This design comes from an exercise in tuning for small area and a short achievable clock period on the open sky130 flow, not from production work. Only simulation tests tie the RTL to the original design; equivalence was not proved.

## trial 22
==> flow/design.v (excerpt) <==
module Pipeline_1(
input clk,rst,
input [7:0]a,b,c,d,
output [7:0]out
    );
For scale: about 1300 cells after synthesis, roughly 75 flip-flops, ~42 I/O pins, roughly 8400 sq um of cells after synthesis.
clock: 36.0 ns
lec_check: 0
abc_area: 1
cap_margin: 20
core_margin: 2
core_utilization: 60
cts_buf_list: sky130_fd_sc_hd__clkbuf_8
slew_margin: 20
synth_hierarchical: 1
synth_minimum_keep_size: 0
run.sh (not shown) runs the stock make flow with config.mk's settings and CLKGATE_MAP_FILE= SYNTH_SCRIPT=/design/flow/synth_recipe.tcl, a recipe that flattens the netlist after the stock synthesis.
Trial 22 went all the way through the flow, and no timing, DRC or antenna check failed.
The following lists how trial 95 was set up differently from trial 22:
- PLACE_DENSITY newly set to 0.85
- CORE_UTILIZATION changed from 60 to 75
==> flow/flow/run.sh (new file) <==
#!/bin/bash
# Own flow: the standard layout (standard.sh, unchanged synthesis, floorplan,
# power grid, placement, CTS and routing), except that the port buffers that
# global placement inserts are plain sky130_fd_sc_hd__buf_2 cells instead of the
# default delay-cell buffers. make's full output goes to standard.log here; ORFS
# also keeps each step's own log under orfs/logs/.
set -euo pipefail
export BUFFER_PORTS_ARGS="-buffer_cell sky130_fd_sc_hd__buf_2"
export SETUP_SLACK_MARGIN=25.5
bash standard.sh > standard.log 2>&1
==> flow/standard.sh (new file) <==
#!/bin/bash
# synth_recipe.tcl (not shown) runs the flow's synth.tcl, then flattens the netlist and writes it again
# the make line also repeats each setting of config.mk as NAME=value (left out here)
make -C /OpenROAD-flow-scripts/flow DESIGN_CONFIG=/design/flow/config.mk WORK_HOME=/design/flow/orfs CLKGATE_MAP_FILE= SYNTH_SCRIPT=/design/flow/synth_recipe.tcl "${@:-finish}"
removed: flow/run.sh
==> comparison <==
Slew of the pin with the lowest slew margin is higher on trial 95. Taking trial 22 as the reference, in trial 95 detailed router's first-iteration violation count has increased. Trial 95 ends up with a critical path's largest stage delay that is 0.33 ns lower than in trial 22.

========
== v12 ==
Starting RTL as in the previous note.
clock: 36.0 ns
lec_check: 0
abc_area: 1
cap_margin: 20
core_margin: 2
core_utilization: 60
cts_buf_list: sky130_fd_sc_hd__clkbuf_8
slew_margin: 20
synth_hierarchical: 1
synth_minimum_keep_size: 0
standard.sh (not shown) runs the stock make flow with config.mk's settings and CLKGATE_MAP_FILE= SYNTH_SCRIPT=/design/flow/synth_recipe.tcl, a recipe that flattens the netlist after the stock synthesis.
==> flow/flow/run.sh <==
#!/bin/bash
# Own flow: the standard layout (standard.sh, unchanged synthesis, floorplan,
# power grid, placement, CTS and routing), except that the port buffers that
# global placement inserts are plain sky130_fd_sc_hd__buf_2 cells instead of the
# default delay-cell buffers. make's full output goes to standard.log here; ORFS
# also keeps each step's own log under orfs/logs/.
set -euo pipefail
export BUFFER_PORTS_ARGS="-buffer_cell sky130_fd_sc_hd__buf_2"
export SETUP_SLACK_MARGIN=26.5
bash standard.sh > standard.log 2>&1
[inputs] v35 vs v12
==> flow/flow/run.sh <==
#!/bin/bash
# Own flow: the standard layout (standard.sh: ORFS synthesis with the standard flow's
# synthesis script, floorplan, power grid, placement, CTS, routing) with three
# settings changed:
#  - ADDER_MAP_FILE is empty, so synthesis does not extract full/half adder
#    cells and ABC maps the (bit-level) arithmetic like any other logic; the
#    registers are the same as in the standard synthesis;
#  - the port buffers that global placement inserts are sky130_fd_sc_hd__buf_2;
#  - timing repair aims for a setup slack of 25 ns at the design's 36 ns clock.
# make's full output goes to standard.log here; ORFS keeps each step's own log
# under orfs/logs/.
set -euo pipefail
export ADDER_MAP_FILE=
export BUFFER_PORTS_ARGS="-buffer_cell sky130_fd_sc_hd__buf_2"
export SETUP_SLACK_MARGIN=25
bash standard.sh > standard.log 2>&1
Notes after the runs:
v35 against v12: vertical die dimension now sits at about the same level, worst setup slack went down 19 ps, die area about even.
Relative to v12, the synthesized cell count measured on v35 has increased by a little under 10%.
v35 against v12: number of ordinary inverters in the final layout went down by 30%.
For v6, these inputs were changed with respect to v35:
==> flow/flow/run.sh <==
#!/bin/bash
# Own flow: the standard layout (standard.sh, unchanged synthesis, floorplan,
# power grid, placement, CTS and routing), except that the port buffers that
# global placement inserts are plain sky130_fd_sc_hd__buf_2 cells instead of the
# default delay-cell buffers. make's full output goes to standard.log here; ORFS
# also keeps each step's own log under orfs/logs/.
set -euo pipefail
export BUFFER_PORTS_ARGS="-buffer_cell sky130_fd_sc_hd__buf_2"
export SETUP_SLACK_MARGIN=25.5
bash standard.sh > standard.log 2>&1
Notes after the runs:
v35 reached the final stage; the timing, DRC and antenna checks on its layout passed.
The final layout from v6, which completed every stage, passed the timing, DRC and antenna checks at the end of the flow.
Diff v35 -> v6: number of global-route vias before repair went down about 9%; complex-gate fraction of the synthesized area saw a decrease; cell count after placement down about 8%.
Min area growth from synthesis to layout across v6 and v35: v35

-- re-timing with driven ports --
Ports are ideal in the flow. The routed layouts listed here were re-timed in OpenROAD. Step 1: set_driving_cell puts a clkbuf_16 on clk and a buf_2 on each other input, an assumption about the parent block. Step 2 adds t to the input delays and takes it off the output delays; t is the mean of the earliest and latest rising clock arrival at the registers after step 1. Input paths then give back, and output paths get back, about the clock's delay inside the block. Slacks: ideal / step 1 / step 2; pairs: ideal / step 1.
run	shift t [ns]	setup slack, ns	hold slack, ns
trial 22	0.402	25.483 / 25.483 / 25.483	0.332 / 0.332 / 0.332
trial 95	0.409	25.701 / 25.701 / 25.701	0.331 / 0.331 / 0.331
v12	0.408	26.201 / 26.201 / 26.201	0.330 / 0.330 / 0.330
v35	0.401	26.182 / 26.146 / 26.313	0.330 / 0.330 / 0.330
v6	0.396	26.167 / 26.133 / 26.487	0.330 / 0.330 / 0.330
After both steps every run listed still meets setup and hold.
